Background: an optimization exercise with open tools, aiming at small area and a short achievable clock period. Do not read the settings as production practice.
The RTL was checked by simulation tests, not by an equivalence proof against the original design.

<file path="design/flow/config.mk">
export PLATFORM = sky130hd
export DESIGN_NAME = top_level
export DESIGN_NICKNAME = top_level
export VERILOG_FILES = /design/flow/design.v
export SDC_FILE = /design/flow/constraint.sdc
export NUM_CORES = 4
export LEC_CHECK = 0
export CAP_MARGIN = 20
export CORE_MARGIN = 2
export CORE_UTILIZATION = 40
export SLEW_MARGIN = 20
</file>
<file path="design/flow/constraint.sdc">
create_clock -name core_clock -period 13.5 [get_ports {clk}]
set_input_delay 2.7000 -clock core_clock [delete_from_list [all_inputs] [get_ports {clk}]]
set_output_delay 2.7000 -clock core_clock [all_outputs]
set_load 0.01 [all_outputs]
</file>
<file path="design/flow/design.v">
module top_level(f1,f2,p,in_1,in_2,out,clk,clk2);
input [7:0]in_1, in_2;
input clk;
input clk2;
input [15:0]p;   
input [15:0]f1,f2;  
output [15:0]out;
wire       nz1_d, nz2_d;
wire [2:0] k1_d, k2_d;
wire [6:0] xf1_d, xf2_d;
convert cv1 (.int8(in_1), .nz(nz1_d), .k(k1_d), .xf(xf1_d));
convert cv2 (.int8(in_2), .nz(nz2_d), .k(k2_d), .xf(xf2_d));
reg        nz1, nz2, s1, s2;
reg  [4:0] e1, e2;
reg  [6:0] xf1, xf2;
reg  [9:0] bm1, bm2;
always @(posedge clk) begin
  nz1 <= nz1_d;  nz2 <= nz2_d;
  s1  <= f1[15]; s2  <= f2[15];
  e1  <= f1[14:10] + {2'b00, k1_d};
  e2  <= f2[14:10] + {2'b00, k2_d};
  xf1 <= xf1_d;  xf2 <= xf2_d;
  bm1 <= f1[9:0]; bm2 <= f2[9:0];
end
wire [15:0] m1_d, m2_d;
mult mu1 (.nz(nz1), .xf(xf1), .e(e1), .s(s1), .bm(bm1), .C(m1_d));
mult mu2 (.nz(nz2), .xf(xf2), .e(e2), .s(s2), .bm(bm2), .C(m2_d));
reg [15:0] m1, m2;
always @(posedge clk) begin
  m1 <= m1_d;
  m2 <= m2_d;
end
wire [14:0] sR_d;
wire [4:0]  sLe_d;
wire        sLs_d, sbz_d;
main_adder ad1 (.AA(m1), .BB(m2), .R(sR_d), .Le(sLe_d), .Ls(sLs_d), .bz(sbz_d));
reg [14:0] sR;
reg [4:0]  sLe;
reg        sLs, sbz;
always @(posedge clk) begin
  sR  <= sR_d;
  sLe <= sLe_d;
  sLs <= sLs_d;
  sbz <= sbz_d;
end
wire [3:0]  slz;
wire [15:0] S_sum;
lzc15 lz1 (.R(sR), .lz(slz));
adder no1 (.R(sR), .Le(sLe), .Ls(sLs), .bz(sbz), .lz(slz), .R_add(S_sum));
wire [15:0] Y;
mux mx (.in1(out), .in2(p), .sel(clk2), .out(Y));
wire ge_d;
compare_adder cp2 (.A(S_sum), .B(Y), .ge(ge_d));
reg [15:0] aA, aB;
reg        age;
always @(posedge clk) begin
  aA  <= S_sum;
  aB  <= Y;
  age <= ge_d;
end
wire [14:0] oR_d;
wire [4:0]  oLe_d;
wire        oLs_d, obz_d;
wire [3:0]  olz_d;
shift_adder sa2 (.A(aA), .B(aB), .ge(age), .R(oR_d), .Le(oLe_d), .Ls(oLs_d), .bz(obz_d));
lzc15 lz2 (.R(oR_d), .lz(olz_d));
reg [14:0] oR;
reg [4:0]  oLe;
reg        oLs, obz;
reg [3:0]  olz;
always @(posedge clk) begin
  oR  <= oR_d;
  oLe <= oLe_d;
  oLs <= oLs_d;
  obz <= obz_d;
  olz <= olz_d;
end
adder no2 (.R(oR), .Le(oLe), .Ls(oLs), .bz(obz), .lz(olz), .R_add(out));
endmodule
module convert(int8, nz, k, xf);
input  [7:0] int8;
output       nz;
output reg [2:0] k;
output [6:0] xf;
integer i;
always @(*) begin
  k = 3'd0;
  for (i = 0; i < 8; i = i + 1)
    if (int8[i]) k = i;
end
wire [7:0] sh = int8 << (3'd7 - k);
assign nz = |int8;
assign xf = sh[6:0];
endmodule
module mult(nz, xf, e, s, bm, C);
input        nz;
input  [6:0] xf;
input  [4:0] e;
input        s;
input  [9:0] bm;
output [15:0] C;
wire [18:0] P = {1'b1, xf} * {1'b1, bm};
wire        n = P[18];
wire [9:0]  m = n ? P[17:8] : P[16:7];
wire [4:0]  E = e + n;
assign C = nz ? {s, E, m} : 16'h0000;
endmodule
module main_adder(AA, BB, R, Le, Ls, bz);
input  [15:0] AA, BB;
output [14:0] R;
output [4:0]  Le;
output        Ls;
output        bz;
wire ge;
compare_adder u_c (.A(AA), .B(BB), .ge(ge));
shift_adder   u_s (.A(AA), .B(BB), .ge(ge), .R(R), .Le(Le), .Ls(Ls), .bz(bz));
endmodule
module compare_adder(A, B, ge);
input  [15:0] A, B;
output        ge;
assign ge = A[14:0] >= B[14:0];
endmodule
module shift_adder(A, B, ge, R, Le, Ls, bz);
input  [15:0] A, B;
input         ge;
output [14:0] R;
output [4:0]  Le;
output        Ls;
output        bz;
wire [15:0] L = ge ? A : B;
wire [15:0] S = ge ? B : A;
wire [4:0]  d_ab = A[14:10] - B[14:10];
wire [4:0]  d_ba = B[14:10] - A[14:10];
wire [4:0]  sh = ge ? d_ab : d_ba;
wire [13:0] ML = {1'b1, L[9:0], 3'b000};
wire [13:0] MS = {1'b1, S[9:0], 3'b000} >> sh;
wire        op = A[15] ^ B[15];
assign R  = op ? {1'b0, ML - MS} : ({1'b0, ML} + {1'b0, MS});
assign Le = L[14:10];
assign Ls = L[15];
assign bz = (A == 16'h0000) & (B == 16'h0000);
endmodule
module lzc15(R, lz);
input  [14:0] R;
output reg [3:0] lz;
integer i;
always @(*) begin
  lz = 4'd15;
  for (i = 0; i < 15; i = i + 1)
    if (R[i]) lz = 14 - i;
end
endmodule
module adder(R, Le, Ls, bz, lz, R_add);
input  [14:0] R;
input  [4:0]  Le;
input         Ls;
input         bz;
input  [3:0]  lz;
output [15:0] R_add;
wire [14:0] Rn = R << lz;
wire [4:0]  E  = Le + 5'd1 - {1'b0, lz};
assign R_add = bz ? 16'h0000 : {Ls, E, Rn[13:4]};
endmodule
module mux(in1, in2, sel, out);
input  [15:0] in1, in2;
input         sel;
output [15:0] out;
assign out = sel ? in2 : in1;
endmodule
</file>
<file path="design/flow/run.sh">
#!/bin/bash
# synth_recipe.tcl (not shown) runs the flow's synth.tcl, then flattens the netlist and writes it again
# the make line also repeats each setting of config.mk as NAME=value (left out here)
make -C /OpenROAD-flow-scripts/flow DESIGN_CONFIG=/design/flow/config.mk WORK_HOME=/design/flow/orfs CLKGATE_MAP_FILE= SYNTH_SCRIPT=/design/flow/synth_recipe.tcl finish
</file>
==> results.ini <==
[drt]
ant_nets=0
route.vias.total=14700
drc=0
viasPerCell=5.38
routed_wl_microns=43300
wl_per_cell_microns=15.9
first_pass_iters=5
initialDrtViolationCount=878

[synth]
yosysUniqueCellTypes=92
syn_inst=2090
ys_ff_latch=160
ys.flop_type=dfxtp_1
avgSynthCellArea_sq_um=8.29
synth_edf_count=0
syn_area_sq_mm=0.0173
synth_seq_area_share_pct=18.5
synthTopCellsByArea=dfxtp_1, fa_1, ha_1, inv_1, mux2i_1
yosysTopAreaCell=dfxtp_1
syn-num-nets=2451
ys.warnings.count=3
async_flop_share_pct=0
yosysTopAreaCellShare_pct=18.5

[placement]
io_buffers=81
dp_hpwl_microns=35000
post-place-ws_ps=6720
place_inst=2697
place_congestion=0.892

[timing]
setup_viol=0
fin_crit_sh_pct=51.0
tns_ps=0
hold_violations=0
min_period_ps=6880
final_max_slew_viol_count=0
slew_headroom_pct=32.1
whs_ps=446
worstMarginPinSlew_ps=1020
fmax_ghz=0.145
finalClockSkew_ps=21.6
fin_ws_ps=6620
rsz0062_at_grt=false

[hold_path]
hold_path_class=flop to flop

[flow_run]
max_cap_viol_count=0

[setup_path]
cp.arrival_ps=7220
critPathKind=flop to flop
worst_setup_path_end_kind=flop
worst_ep_required_time_ps=13840
critPathLaunchType=flop
path_max_fanout=13

[die]
die_w_microns=212
core-area_sq_mm=0.0429
initial_core_util_pct=40.4
fp.dieArea_sq_mm=0.0450
rows=76
chipHeight_microns=212
pin_count=82

[final_layout]
nNetsFinal=2492
drive_above_1_share_pct=5.55
post-route-util_pct=45.0
final.fill_count=4301
area_delta_synth_final_pct=11.4
n_antenna_cell=0
finalNonFillerCells=2729

[global_routing]
grt_max_degree=50
grt_pass1_vias=14100
gr-total-overflow=0
grt.total_usage_pct=19.7
grt_antenna_before_repair=2
grt_pass1_wl_microns=71200

[cts]
root_buffer=clkbuf_16
cts_setup_buffers=0
cts-hold-fix-buffers=0
numCtsBuffers=17
cts_tree=built
insertion_delay_ps=450
path_clk_slew_ps=80
numClockSinks=160
htreeDepth=4
clock_path_buffers=2
cts_resized=0

[run_status]
status=no timing/DRC/antenna violations

==> state kept, by name (all words and copies together), names as in the netlist, 4 cells and up <==
name / flops
m1: 16
xf2: 7
m2: 16
e1: 5
sLe: 5
olz: 4
bm2: 10
bm1: 10
oR: 14
xf1: 7
sR: 15
aB: 16
aA: 16
e2: 5
oLe: 5
==> per-stage QoR <==
step | instance area [sq um]
2_1_floorplan | 17300
3_3_place_gp | 18700
3_5_place_dp | 18700
4_1_cts | 19300
5_1_grt | 19300
6_report | 19300
==> synth_stat cells (all sizes together), types with 8 or more instances <==
cell    count
a211o      10
a211oi     35
a21o       25
a21oi     114
a22oi       9
a31oi      15
and2      113
buf        23
clkbuf     49
dfxtp     160
fa        116
ha        179
inv       279
mux2       31
mux2i      76
mux4       14
nand2     175
nand2b     19
nand3      26
nand4      13
nor2      151
nor2b      29
nor3       42
nor4       24
o211ai     22
o21a       15
o21ai     101
o21bai     21
o22ai       8
o31ai       9
or2         8
or3        13
xnor2      38
xor2       25
==> metal layers <==
layer	up-vias	global-route usage, %	part of all wire, %
li1	7249	-	-
met1	6976	27.0	47
met2	384	31.8	46
met3	71	2.64	4.8
met4	2	6.63	2.5
met5	-	0	0.030
==> cell families (layout without fill, tap and decap cells) <==
kind of cell	after synthesis	in the layout	synth area share (%)
compound gates	451	451	17.2
simple gates	647	647	18.6
flops	160	160	18.5
mux	121	121	8.23
fa+ha+maj	295	295	26.3
buf+inv	353	407	7.90
xor+xnor	63	63	3.23
==> final timing paths <==
check,cells past startpoint,slack [ps],startpoint,to
hold / removal,1,450,s2,m2[15]
setup reg to reg,22,6620,xf2[4],m2[14]
setup / recovery,22,6620,xf2[4],m2[14]
hold reg to reg,1,450,s2,m2[15]
==> critical path, stage by stage, from the launching register on <==
cell       delay, ps
dfxtp_1          420
and2_1           200
fa_1             450
fa_1             540
inv_1             50
fa_1             460
fa_1             550
inv_1             50
ha_1             290
o21ai_0          100
nand2b_1         130
a311o_1          370
a2111oi_0        610
o31ai_1          290
a31oi_1          340
o21bai_1         110
xor2_1           590
inv_1            390
ha_1             320
ha_1             210
nand3_1          100
xnor2_1           60
and2_1           140
==> final cells by class <==
type / instances / area (sq um) / share of cell area (%)
Sequential cell: 160 / 3200 / 16.6
Multi-Input combinational cell: 1577 / 12800 / 66.1
Clock buffer: 18 / 429 / 2.22
Timing Repair Buffer: 94 / 908 / 4.71
Inverter: 281 / 1050 / 5.47
Clock inverter: 14 / 214 / 1.11
Tap cell: 585 / 732 / 3.79
==> cells in the final DEF, fill, tap and decap left out, drive strengths merged, types with 26 or more instances in the layout <==
cell           instances
and2                 113
dfxtp                160
nor3                  42
nor2b                 29
nand2                175
ha                   179
fa                   116
xnor2                 38
a21oi                114
a211oi                35
mux2                  31
clkdlybuf4s50         81
mux2i                 76
inv                  288
nor2                 151
o21ai                101
nand3                 26

-- re-timing with driven ports --
The results above use ideal ports. As a check the final layout listed here was re-extracted and re-timed, cells and wires unchanged.
Step 1 assumes that a clkbuf_16 drives the clock port and a buf_2 every other input.
Step 2 adds t to the input delays and takes it off the output delays; t is the mean of the earliest and latest rising clock arrival at the registers after step 1. Input paths then give back, and output paths get back, about the clock's delay inside the block.
Slacks: no drivers / after step 1 / after step 2; pairs: no drivers / after step 1.
t (ns): 0.495
setup slack, ns: 6.622 / 6.622 / 6.622
pins driven straight from the clock port: 1
After both steps this run still meets setup and hold. For this run, drivers alone change the setup slack by 0.000 ns; drivers and shift together by 0.000 ns.
